Background: an optimization exercise with open tools, aiming at small area. Do not read the settings as production practice.
Function was checked by simulation only, so behaviour that the tests miss may differ from the original.
The flow treats the clock pin as an ideal source, which a real chip does not have.

==> inputs of trial 38 <==
==> flow/design.v <==
module bk_add32(
    input [31:0] a,
    input [31:0] b,
    input ci,
    output [31:0] s,
    output [31:0] p,
    output [31:0] g
);
assign p = a ^ b;
assign g = a & b;
wire [31:0] G0, P0, G1, P1, G2, P2, G3, P3, G4, P4, G5, P5, G6, P6, G7, P7, G8, P8;
assign G0 = {g[31:1], g[0] | (p[0] & ci)};
assign P0 = p;
genvar i;
generate
    for (i = 0; i < 32; i = i + 1) begin : up
        if (i % 2 == 1) begin : l0
            assign G1[i] = G0[i] | (P0[i] & G0[i-1]);
            assign P1[i] = P0[i] & P0[i-1];
        end else begin : l0n
            assign G1[i] = G0[i];
            assign P1[i] = P0[i];
        end
        if (i % 4 == 3) begin : l1
            assign G2[i] = G1[i] | (P1[i] & G1[i-2]);
            assign P2[i] = P1[i] & P1[i-2];
        end else begin : l1n
            assign G2[i] = G1[i];
            assign P2[i] = P1[i];
        end
        if (i % 8 == 7) begin : l2
            assign G3[i] = G2[i] | (P2[i] & G2[i-4]);
            assign P3[i] = P2[i] & P2[i-4];
        end else begin : l2n
            assign G3[i] = G2[i];
            assign P3[i] = P2[i];
        end
        if (i % 16 == 15) begin : l3
            assign G4[i] = G3[i] | (P3[i] & G3[i-8]);
            assign P4[i] = P3[i] & P3[i-8];
        end else begin : l3n
            assign G4[i] = G3[i];
            assign P4[i] = P3[i];
        end
        if (i % 16 == 7 && i > 16) begin : d3
            assign G5[i] = G4[i] | (P4[i] & G4[i-8]);
            assign P5[i] = P4[i] & P4[i-8];
        end else begin : d3n
            assign G5[i] = G4[i];
            assign P5[i] = P4[i];
        end
        if (i % 8 == 3 && i > 8) begin : d2
            assign G6[i] = G5[i] | (P5[i] & G5[i-4]);
            assign P6[i] = P5[i] & P5[i-4];
        end else begin : d2n
            assign G6[i] = G5[i];
            assign P6[i] = P5[i];
        end
        if (i % 4 == 1 && i > 4) begin : d1
            assign G7[i] = G6[i] | (P6[i] & G6[i-2]);
            assign P7[i] = P6[i] & P6[i-2];
        end else begin : d1n
            assign G7[i] = G6[i];
            assign P7[i] = P6[i];
        end
        if (i % 2 == 0 && i > 1) begin : d0
            assign G8[i] = G7[i] | (P7[i] & G7[i-1]);
            assign P8[i] = P7[i] & P7[i-1];
        end else begin : d0n
            assign G8[i] = G7[i];
            assign P8[i] = P7[i];
        end
    end
endgenerate
assign s = p ^ {G8[30:0], ci};
endmodule
module alu(
    input [31:0] instr,
    input [31:0] a,
    input [31:0] b,
    output [31:0] sum,
    output [31:0] wdata,
    output cmp_ne,      
    output cmp_and      
);
wire [6:0] op = instr[6:0];
wire [2:0] f3 = instr[14:12];
wire [31:0] immI = {{20{instr[31]}}, instr[31:20]};
wire [31:0] immS = {{20{instr[31]}}, instr[31:25], instr[11:7]};
wire [31:0] immJ2 = {2'b00, {21{instr[20]}}, instr[30:22]};
wire sel_b = op[5] & ~op[2] & (op[4] | op[6]);
wire [31:0] imm = ~op[5] ? immI : (op[6] ? immJ2 : immS);
wire [31:0] opb = sel_b ? b : imm;
wire [31:0] x, n;
bk_add32 add(.a(a), .b(opb), .ci(1'b0), .s(sum), .p(x), .g(n));
wire [31:0] o = x | n;
assign cmp_ne = |x;
assign cmp_and = |n;
assign wdata = op[2] ? a :
               ~f3[2] ? sum :
               ~f3[1] ? x :
               f3[0] ? n : o;
endmodule
module control(
    input [31:0] instr,
    output rf_we,
    output mem_we,
    output bne,
    output beq,
    output jal,
    output jalr
);
wire [6:0] op = instr[6:0];
wire [2:0] f3 = instr[14:12];
wire f3_alu = (f3 == 3'b000) | (f3 == 3'b100) | (f3 == 3'b110) | (f3 == 3'b111);
wire is_opimm = (op == 7'b0010011) & f3_alu;
wire is_op = (op == 7'b0110011) & (instr[31:25] == 7'b0) & f3_alu;
wire is_br = (op == 7'b1100011);
assign mem_we = (op == 7'b0100011) & (f3 == 3'b010);
assign bne = is_br & (f3 == 3'b001);
assign beq = is_br & (f3 == 3'b000);
assign jal = (op == 7'b1101111);
assign jalr = (op == 7'b1100111);
assign rf_we = is_opimm | is_op | jal | jalr;
endmodule
module rf_word(
    input clk,
    input we,
    input we_n,
    input [31:0] d,
    output reg [31:0] q
);
always @(posedge clk)
    q <= (d & {32{we}}) | (q & {32{we_n}});
endmodule
module rf_aoi3(
    input [2:0] s,
    input [95:0] d,
    output [31:0] y
);
assign y = ~((d[31:0] & {32{s[0]}}) | (d[63:32] & {32{s[1]}}) | (d[95:64] & {32{s[2]}}));
endmodule
module rf_nand11(
    input [11*32-1:0] z,
    output [31:0] y
);
assign y = ~(z[31:0] & z[63:32] & z[95:64] & z[127:96] & z[159:128] & z[191:160] &
             z[223:192] & z[255:224] & z[287:256] & z[319:288] & z[351:320]);
endmodule
module rf_rd(
    input [31:1] sel,           
    input [32*32-1:32] regs,    
    output [31:0] rdata
);
wire [11*32-1:0] z;
genvar i;
generate
    for (i = 0; i < 10; i = i + 1) begin : g
        rf_aoi3 a(.s(sel[3*i+3:3*i+1]), .d(regs[96*i+127:96*i+32]), .y(z[32*i +: 32]));
    end
endgenerate
assign z[351:320] = ~(regs[1023:992] & {32{sel[31]}});
rf_nand11 n(.z(z), .y(rdata));
endmodule
module reg_file(
    input clk,
    input [4:0]raddr0,    
    input [4:0]raddr1,    
    input [4:0]waddr,     
    input [31:0]wdata,    
    input we,             
    output [31:0]rdata0,  
    output [31:0]rdata1   
);
wire [32*32-1:32] regs;
wire [31:1] sel0, sel1, wsel;
genvar k;
generate
    for (k = 1; k < 32; k = k + 1) begin : g
        assign sel0[k] = (raddr0 == k);
        assign sel1[k] = (raddr1 == k);
        assign wsel[k] = we & (waddr == k);
        rf_word w(.clk(clk), .we(wsel[k]), .we_n(~wsel[k]), .d(wdata), .q(regs[32*k +: 32]));
    end
endgenerate
rf_rd rd0(.sel(sel0), .regs(regs), .rdata(rdata0));
rf_rd rd1(.sel(sel1), .regs(regs), .rdata(rdata1));
endmodule
module dout_reg(
    input clk,
    input ld,
    input keep,
    input [15:0] d,
    output reg [15:0] q
);
always @(posedge clk)
    q <= (d & {16{ld}}) | (q & {16{keep}});
endmodule
module mem_ctrl(
    input clk,
    input rst,
    input [31:0]addr,
    input [31:0]data,
    input we,
    output [15:0]data_out
);
wire st = we & (addr == 32'h20);
dout_reg r(.clk(clk), .ld(~rst & st), .keep(~rst & ~st), .d(data[15:0]), .q(data_out));
endmodule
module core(
    input clk,
    input rst,
    input [31:0]instr_data,
    output [31:0]instr_addr,
    output [31:0]mem_addr,
    output [31:0]mem_data,
    output mem_we
);
wire [31:0] instr = instr_data;
wire [31:0] a, b, sum, wdata;
wire rf_we, bne, beq, jal, jalr, cmp_ne, cmp_and;
control control(
    .instr(instr), .rf_we(rf_we), .mem_we(mem_we),
    .bne(bne), .beq(beq), .jal(jal), .jalr(jalr)
);
reg_file rf(
    .clk(clk),
    .raddr0(instr[19:15]), .rdata0(a),
    .raddr1(instr[24:20]), .rdata1(b),
    .waddr(instr[11:7]), .wdata(wdata), .we(rf_we)
);
alu alu(
    .instr(instr), .a(a), .b(b),
    .sum(sum), .wdata(wdata), .cmp_ne(cmp_ne), .cmp_and(cmp_and)
);
assign mem_addr = sum;
assign mem_data = b;
reg [31:0] pc;
wire [31:0] immB = {{20{instr[31]}}, instr[31], instr[31], instr[7], instr[30:25], instr[11:9]};
wire [31:0] immJ2 = {2'b00, {21{instr[20]}}, instr[30:22]};
wire take_br = (bne & cmp_ne) | (beq & cmp_and);
wire [31:0] pc_inc, pc_off;
inc32 pcinc(.a(pc), .s(pc_inc));
bk_add32 pcadd(.a(pc), .b(jal ? immJ2 : immB), .ci(1'b0), .s(pc_off), .p(), .g());
wire [31:0] pc_t = (jal | take_br) ? pc_off : pc_inc;
wire halt = (pc == 32'd255);
wire [31:0] pc_next = halt ? 32'd255 : jalr ? sum : pc_t;
assign instr_addr = rst ? 32'b0 : pc_next;
always @(posedge clk)
    pc <= instr_addr;
endmodule
module ha_bit(
    input a,
    input c,
    output s,
    output co
);
assign s = a ^ c;
assign co = a & c;
endmodule
module inc32(
    input [31:0] a,
    output [31:0] s
);
wire [32:0] c;
assign c[0] = 1'b1;
genvar i;
generate
    for (i = 0; i < 32; i = i + 1) begin : b
        ha_bit h(.a(a[i]), .c(c[i]), .s(s[i]), .co(c[i+1]));
    end
endgenerate
endmodule
module cpu_top(
    input clk,
    input rst,
    output [31:0]instr_addr,
    input [31:0]instr_data,
    output mem_we,
    output [31:0]mem_addr,
    output [31:0]mem_data,
    output [15:0]data_out
);
mem_ctrl mem_ctrl(
    .clk(clk), .rst(rst), .addr(mem_addr), .data(mem_data),
    .we(mem_we), .data_out(data_out)
);
core core(
    .clk(clk), .rst(rst),
    .instr_data(instr_data),
    .instr_addr(instr_addr),
    .mem_addr(mem_addr), .mem_data(mem_data),
    .mem_we(mem_we)
);
endmodule
==> flow/run.sh <==
#!/bin/bash
# synth_recipe.tcl (not shown) runs the flow's synth.tcl, then flattens the netlist and writes it again
# the make line also repeats each setting of config.mk as NAME=value (left out here)
make -C /OpenROAD-flow-scripts/flow DESIGN_CONFIG=/design/flow/config.mk WORK_HOME=/design/flow/orfs CLKGATE_MAP_FILE= SYNTH_SCRIPT=/design/flow/synth_recipe.tcl finish
==> flow/config.mk <==
export PLATFORM = sky130hd
export DESIGN_NAME = cpu_top
export DESIGN_NICKNAME = cpu_top
export VERILOG_FILES = /design/flow/design.v
export SDC_FILE = /design/flow/constraint.sdc
export NUM_CORES = 4
export LEC_CHECK = 0
export CAP_MARGIN = 20
export CORE_MARGIN = 2
export CORE_UTILIZATION = 55
export GPL_TIMING_DRIVEN = 0
export SETUP_SLACK_MARGIN = 0.15
export SLEW_MARGIN = 20
export SYNTH_HIERARCHICAL = 1
==> flow/constraint.sdc <==
create_clock -name core_clock -period 11.0 [get_ports {clk}]
set_input_delay 2.2000 -clock core_clock [delete_from_list [all_inputs] [get_ports {clk}]]
set_output_delay 2.2000 -clock core_clock [all_outputs]
set_load 0.01 [all_outputs]
==> trial 17 (differences from trial 38) <==
==> flow/design.v, changed modules only <==
module alu(
    input [31:0] instr,
    input [31:0] a,
    input [31:0] b,
    output [31:0] sum,
    output [31:0] wdata,
    output cmp_ne,      
    output cmp_and      
);
wire [6:0] op = instr[6:0];
wire [2:0] f3 = instr[14:12];
wire [31:0] immI = {{20{instr[31]}}, instr[31:20]};
wire [31:0] immS = {{20{instr[31]}}, instr[31:25], instr[11:7]};
wire [31:0] immJ2 = {2'b00, {21{instr[20]}}, instr[30:22]};
wire sel_b = op[5] & ~op[2] & (op[4] | op[6]);
wire [31:0] imm = ~op[5] ? immI : (op[6] ? immJ2 : immS);
wire [31:0] opb = sel_b ? b : imm;
wire [31:0] x, n;
bk_add32 add(.a(a), .b(opb), .ci(1'b0), .s(sum), .p(x), .g(n));
wire [31:0] o = x | n;
assign cmp_ne = |x;
assign cmp_and = |n;
wire s_a = op[2];
wire s_sum = ~op[2] & ~f3[2];
wire s_x = ~op[2] & f3[2] & ~(f3[1] & f3[0]);
wire s_n = ~op[2] & f3[2] & f3[1];
wb_sel wsel(.a(a), .sum(sum), .x(x), .n(n), .s_a(s_a), .s_sum(s_sum), .s_x(s_x), .s_n(s_n), .y(wdata));
endmodule
module wb_sel(
    input [31:0] a,
    input [31:0] sum,
    input [31:0] x,
    input [31:0] n,
    input s_a,
    input s_sum,
    input s_x,
    input s_n,
    output [31:0] y
);
assign y = (a & {32{s_a}}) | (sum & {32{s_sum}}) | (x & {32{s_x}}) | (n & {32{s_n}});
endmodule
module rf_word(
    input clk,
    input we,
    input we_n,
    input [15:0] d,
    output reg [15:0] q
);
always @(posedge clk)
    q <= (d & {16{we}}) | (q & {16{we_n}});
endmodule
module rf_aoi3(
    input [2:0] s,
    input [47:0] d,
    output [15:0] y
);
assign y = ~((d[15:0] & {16{s[0]}}) | (d[31:16] & {16{s[1]}}) | (d[47:32] & {16{s[2]}}));
endmodule
module rf_nand11(
    input [11*16-1:0] z,
    output [15:0] y
);
assign y = ~(z[15:0] & z[31:16] & z[47:32] & z[63:48] & z[79:64] & z[95:80] &
             z[111:96] & z[127:112] & z[143:128] & z[159:144] & z[175:160]);
endmodule
module rf_rd(
    input [31:1] sel,           
    input [32*16-1:16] regs,    
    output [15:0] rdata
);
wire [11*16-1:0] z;
genvar i;
generate
    for (i = 0; i < 10; i = i + 1) begin : g
        rf_aoi3 a(.s(sel[3*i+3:3*i+1]), .d(regs[48*i+63:48*i+16]), .y(z[16*i +: 16]));
    end
endgenerate
assign z[175:160] = ~(regs[511:496] & {16{sel[31]}});
rf_nand11 n(.z(z), .y(rdata));
endmodule
module rf_half(
    input clk,
    input [4:0]raddr0,
    input [4:0]raddr1,
    input [4:0]waddr,
    input [15:0]wdata,
    input we,
    output [15:0]rdata0,
    output [15:0]rdata1
);
wire [32*16-1:16] regs;
wire [31:1] sel0, sel1, wsel;
genvar k;
generate
    for (k = 1; k < 32; k = k + 1) begin : g
        assign sel0[k] = (raddr0 == k);
        assign sel1[k] = (raddr1 == k);
        assign wsel[k] = we & (waddr == k);
        rf_word w(.clk(clk), .we(wsel[k]), .we_n(~wsel[k]), .d(wdata), .q(regs[16*k +: 16]));
    end
endgenerate
rf_rd rd0(.sel(sel0), .regs(regs), .rdata(rdata0));
rf_rd rd1(.sel(sel1), .regs(regs), .rdata(rdata1));
endmodule
module reg_file(
    input clk,
    input [4:0]raddr0,    
    input [4:0]raddr1,    
    input [4:0]waddr,     
    input [31:0]wdata,    
    input we,             
    output [31:0]rdata0,  
    output [31:0]rdata1   
);
rf_half lo(
    .clk(clk), .raddr0(raddr0), .raddr1(raddr1), .waddr(waddr),
    .wdata(wdata[15:0]), .we(we), .rdata0(rdata0[15:0]), .rdata1(rdata1[15:0])
);
rf_half hi(
    .clk(clk), .raddr0(raddr0), .raddr1(raddr1), .waddr(waddr),
    .wdata(wdata[31:16]), .we(we), .rdata0(rdata0[31:16]), .rdata1(rdata1[31:16])
);
endmodule
module core(
    input clk,
    input rst,
    input [31:0]instr_data,
    output [31:0]instr_addr,
    output [31:0]mem_addr,
    output [31:0]mem_data,
    output mem_we
);
wire [31:0] instr = instr_data;
wire [31:0] a, b, sum, wdata;
wire rf_we, bne, beq, jal, jalr, cmp_ne, cmp_and;
control control(
    .instr(instr), .rf_we(rf_we), .mem_we(mem_we),
    .bne(bne), .beq(beq), .jal(jal), .jalr(jalr)
);
reg_file rf(
    .clk(clk),
    .raddr0(instr[19:15]), .rdata0(a),
    .raddr1(instr[24:20]), .rdata1(b),
    .waddr(instr[11:7]), .wdata(wdata), .we(rf_we)
);
alu alu(
    .instr(instr), .a(a), .b(b),
    .sum(sum), .wdata(wdata), .cmp_ne(cmp_ne), .cmp_and(cmp_and)
);
assign mem_addr = sum;
assign mem_data = b;
reg [31:0] pc;
wire [31:0] immB = {{20{instr[31]}}, instr[31], instr[31], instr[7], instr[30:25], instr[11:9]};
wire [31:0] immJ2 = {2'b00, {21{instr[20]}}, instr[30:22]};
wire take_br = (bne & cmp_ne) | (beq & cmp_and);
wire [31:0] pc_inc, pc_off;
inc32 pcinc(.a(pc), .s(pc_inc));
bk_add32 pcadd(.a(pc), .b(jal ? immJ2 : immB), .ci(1'b0), .s(pc_off), .p(), .g());
wire halt = (pc == 32'd255);
wire go = ~rst & ~halt;
wire tk = jal | take_br;
pc_sel psel(
    .off(pc_off), .inc(pc_inc), .jr(sum),
    .s_off(go & ~jalr & tk), .s_inc(go & ~jalr & ~tk), .s_jr(go & jalr),
    .s_255(~rst & halt),
    .y(instr_addr)
);
always @(posedge clk)
    pc <= instr_addr;
endmodule
module pc_sel(
    input [31:0] off,
    input [31:0] inc,
    input [31:0] jr,
    input s_off,
    input s_inc,
    input s_jr,
    input s_255,
    output [31:0] y
);
assign y = (off & {32{s_off}}) | (inc & {32{s_inc}}) | (jr & {32{s_jr}}) | {24'b0, {8{s_255}}};
endmodule
==> flow/flow/run.sh (new file) <==
#!/bin/bash
# Own flow: the standard layout (standard.sh, standard synthesis unchanged)
# with a few ORFS settings changed:
#  - buffers that ABC inserted during synthesis are removed at floorplan and
#    every gate is set to its smallest drive strength there (downsize.tcl);
#    the resizer's repair steps later size up only what timing, slew and
#    capacitance need
#  - ports are buffered with sky130_fd_sc_hd__buf_1 instead of a delay cell
#  - repair uses buffers up to buf_6 only (dontuse.tcl)
#  - CTS uses small sink clusters driven by clkbuf_4 and no dummy loads
# Each tool's output goes to standard.log (make) and ORFS's own logs under
# orfs/logs.
set -euo pipefail
WORK=$(cd "$(dirname "${BASH_SOURCE[0]}")/.." && pwd)
cd "$WORK"
export REMOVE_ABC_BUFFERS=1
export POST_FLOORPLAN_TCL="$WORK/flow/downsize.tcl"
export PRE_RESIZE_TCL="$WORK/flow/dontuse.tcl"
export PRE_CTS_TCL="$WORK/flow/dontuse.tcl"
export PRE_GLOBAL_ROUTE_TCL="$WORK/flow/dontuse.tcl"
export BUFFER_PORTS_ARGS="-buffer_cell sky130_fd_sc_hd__buf_1"
export CTS_ARGS="-sink_clustering_enable -repair_clock_nets -dont_use_dummy_load -sink_clustering_size ${OF_CTS_SIZE:-11} -sink_clustering_max_diameter ${OF_CTS_DIAM:-40} -buf_list {sky130_fd_sc_hd__clkbuf_4}"
bash standard.sh > "$WORK/standard.log" 2>&1
==> flow/flow/dontuse.tcl (new file) <==
set_dont_use [get_lib_cells {sky130_fd_sc_hd__buf_8 sky130_fd_sc_hd__buf_12 sky130_fd_sc_hd__buf_16 sky130_fd_sc_hd__bufbuf_8 sky130_fd_sc_hd__bufbuf_16 sky130_fd_sc_hd__bufinv_8 sky130_fd_sc_hd__bufinv_16}]
==> flow/flow/downsize.tcl (new file) <==
# Set every combinational gate to the smallest drive strength of its kind
# (same function, same footprint). Flip-flops, taps and tie cells are left.
set db [ord::get_db]
set block [ord::get_db_block]
set n 0
foreach inst [$block getInsts] {
  set m [$inst getMaster]
  set name [$m getName]
  if {![regexp {^(sky130_fd_sc_hd__[a-z0-9]+)_([0-9]+)$} $name -> base size]} { continue }
  if {[regexp {^sky130_fd_sc_hd__(df|edf|sdf|dl|tap|conb|fill|decap|clk)} $base]} { continue }
  foreach s {1 2} {
    if {$s >= $size} { break }
    set nm [$db findMaster "${base}_$s"]
    if {$nm != "NULL" && [$nm getWidth] < [$m getWidth]} {
      $inst swapMaster $nm
      incr n
      break
    }
  }
}
puts "downsize.tcl: downsized $n instances"
==> flow/standard.sh (new file) <==
#!/bin/bash
# synth_recipe.tcl (not shown) runs the flow's synth.tcl, then flattens the netlist and writes it again
# the make line also repeats each setting of config.mk as NAME=value (left out here)
make -C /OpenROAD-flow-scripts/flow DESIGN_CONFIG=/design/flow/config.mk WORK_HOME=/design/flow/orfs CLKGATE_MAP_FILE= SYNTH_SCRIPT=/design/flow/synth_recipe.tcl "${@:-finish}"
--- a/flow/config.mk
+++ b/flow/config.mk
@@ -6,9 +6,9 @@
 export NUM_CORES = 4
 export LEC_CHECK = 0
-export CAP_MARGIN = 20
+export CAP_MARGIN = 5
 export CORE_MARGIN = 2
 export CORE_UTILIZATION = 55
 export GPL_TIMING_DRIVEN = 0
-export SETUP_SLACK_MARGIN = 0.15
-export SLEW_MARGIN = 20
+export SETUP_SLACK_MARGIN = 0.4
+export SLEW_MARGIN = 5
 export SYNTH_HIERARCHICAL = 1
removed: flow/run.sh
==> impl_metrics.toml <==
[layout]
seq_share = 0.366
mostFrequentLayoutCells = "dfxtp_1, a22o_1, a222oi_1"
drive_gt1_frac = 0.178

[placed_design]
place_inst = 5710
pre_cts_slack_ps = -1320

[critical_path]
rr_worst_depth = 35
crit_start = "instr_data[22]"

[sta]
worstMarginPinSlew_ps = 1230
fin_crit_sh = 0.987

[yosys]
netlist_area_um2 = 48700

[power]
switching_share = 0.251
combPwrFrac = 0.077
intPower_mw = 6.21
p_sw_mw = 2.08

[hold_path]
holdPathEnd = "mem_ctrl.r.q[11]"

[grt]
grt_pass1_vias = 42500
grt_use_met2 = 0.648
grt_use_met3 = 0.174

[run_status]
outcome = "no timing/DRC/antenna violations"

[routing]
drt_iter0_drc = 9975

[die]
die_w_um = 302
the above is filed under trial 38

==> impl_metrics.toml <==
[run_status]
outcome = "failed layout checks"
violations = "capacitance limit, slew limit"

[critical_path]
rr_worst_depth = 21
crit_start = "instr_data[23]"

[yosys]
netlist_area_um2 = 49300

[layout]
drive_gt1_frac = 0.0910
mostFrequentLayoutCells = "dfxtp_1, a22o_1, a222oi_1"
seq_share = 0.425

[grt]
grt_pass1_vias = 39900

[hold_path]
holdPathEnd = "mem_ctrl.r.q[15]"

[power]
combPwrFrac = 0.081
switching_share = 0.277

[sta]
slew_viol_final = 9
worstMarginPinSlew_ps = 1570
fin_crit_sh = 0.965

[die]
die_w_um = 304

[run]
max-cap-violations = 2

[routing]
drt_iter0_drc = 10100
the above is filed under trial 17

## afterwards: timing with drivers on the ports
The results above use ideal ports. As a check the final layouts listed here were re-extracted and re-timed, cells and wires unchanged. Step 1 sets driving cells, clkbuf_16 on the clock port and buf_2 on the other inputs (assumed; they add their load-dependent delay and slew). Step 2 moves the port delays by t, midway between the first and last clock arrival at a register: inputs arrive t later, outputs are due t later. That takes back most of the time a late clock gives input paths. Three values: no drivers, after step 1, after step 2; two values: the first two.
run	shift t [ns]	setup slack, ns	hold slack, ns	latest minus earliest clock arrival (ns)
trial 38	0.789	0.142 / 0.099 / 0.099	0.471 / 0.471 / 0.471	0.037 / 0.036
trial 17	1.168	0.384 / 0.272 / 0.272	0.482 / 0.482 / 0.482	0.171 / 0.172
For trial 17, which loses most, drivers alone change the setup slack by -0.112 ns; drivers and shift together by -0.112 ns.
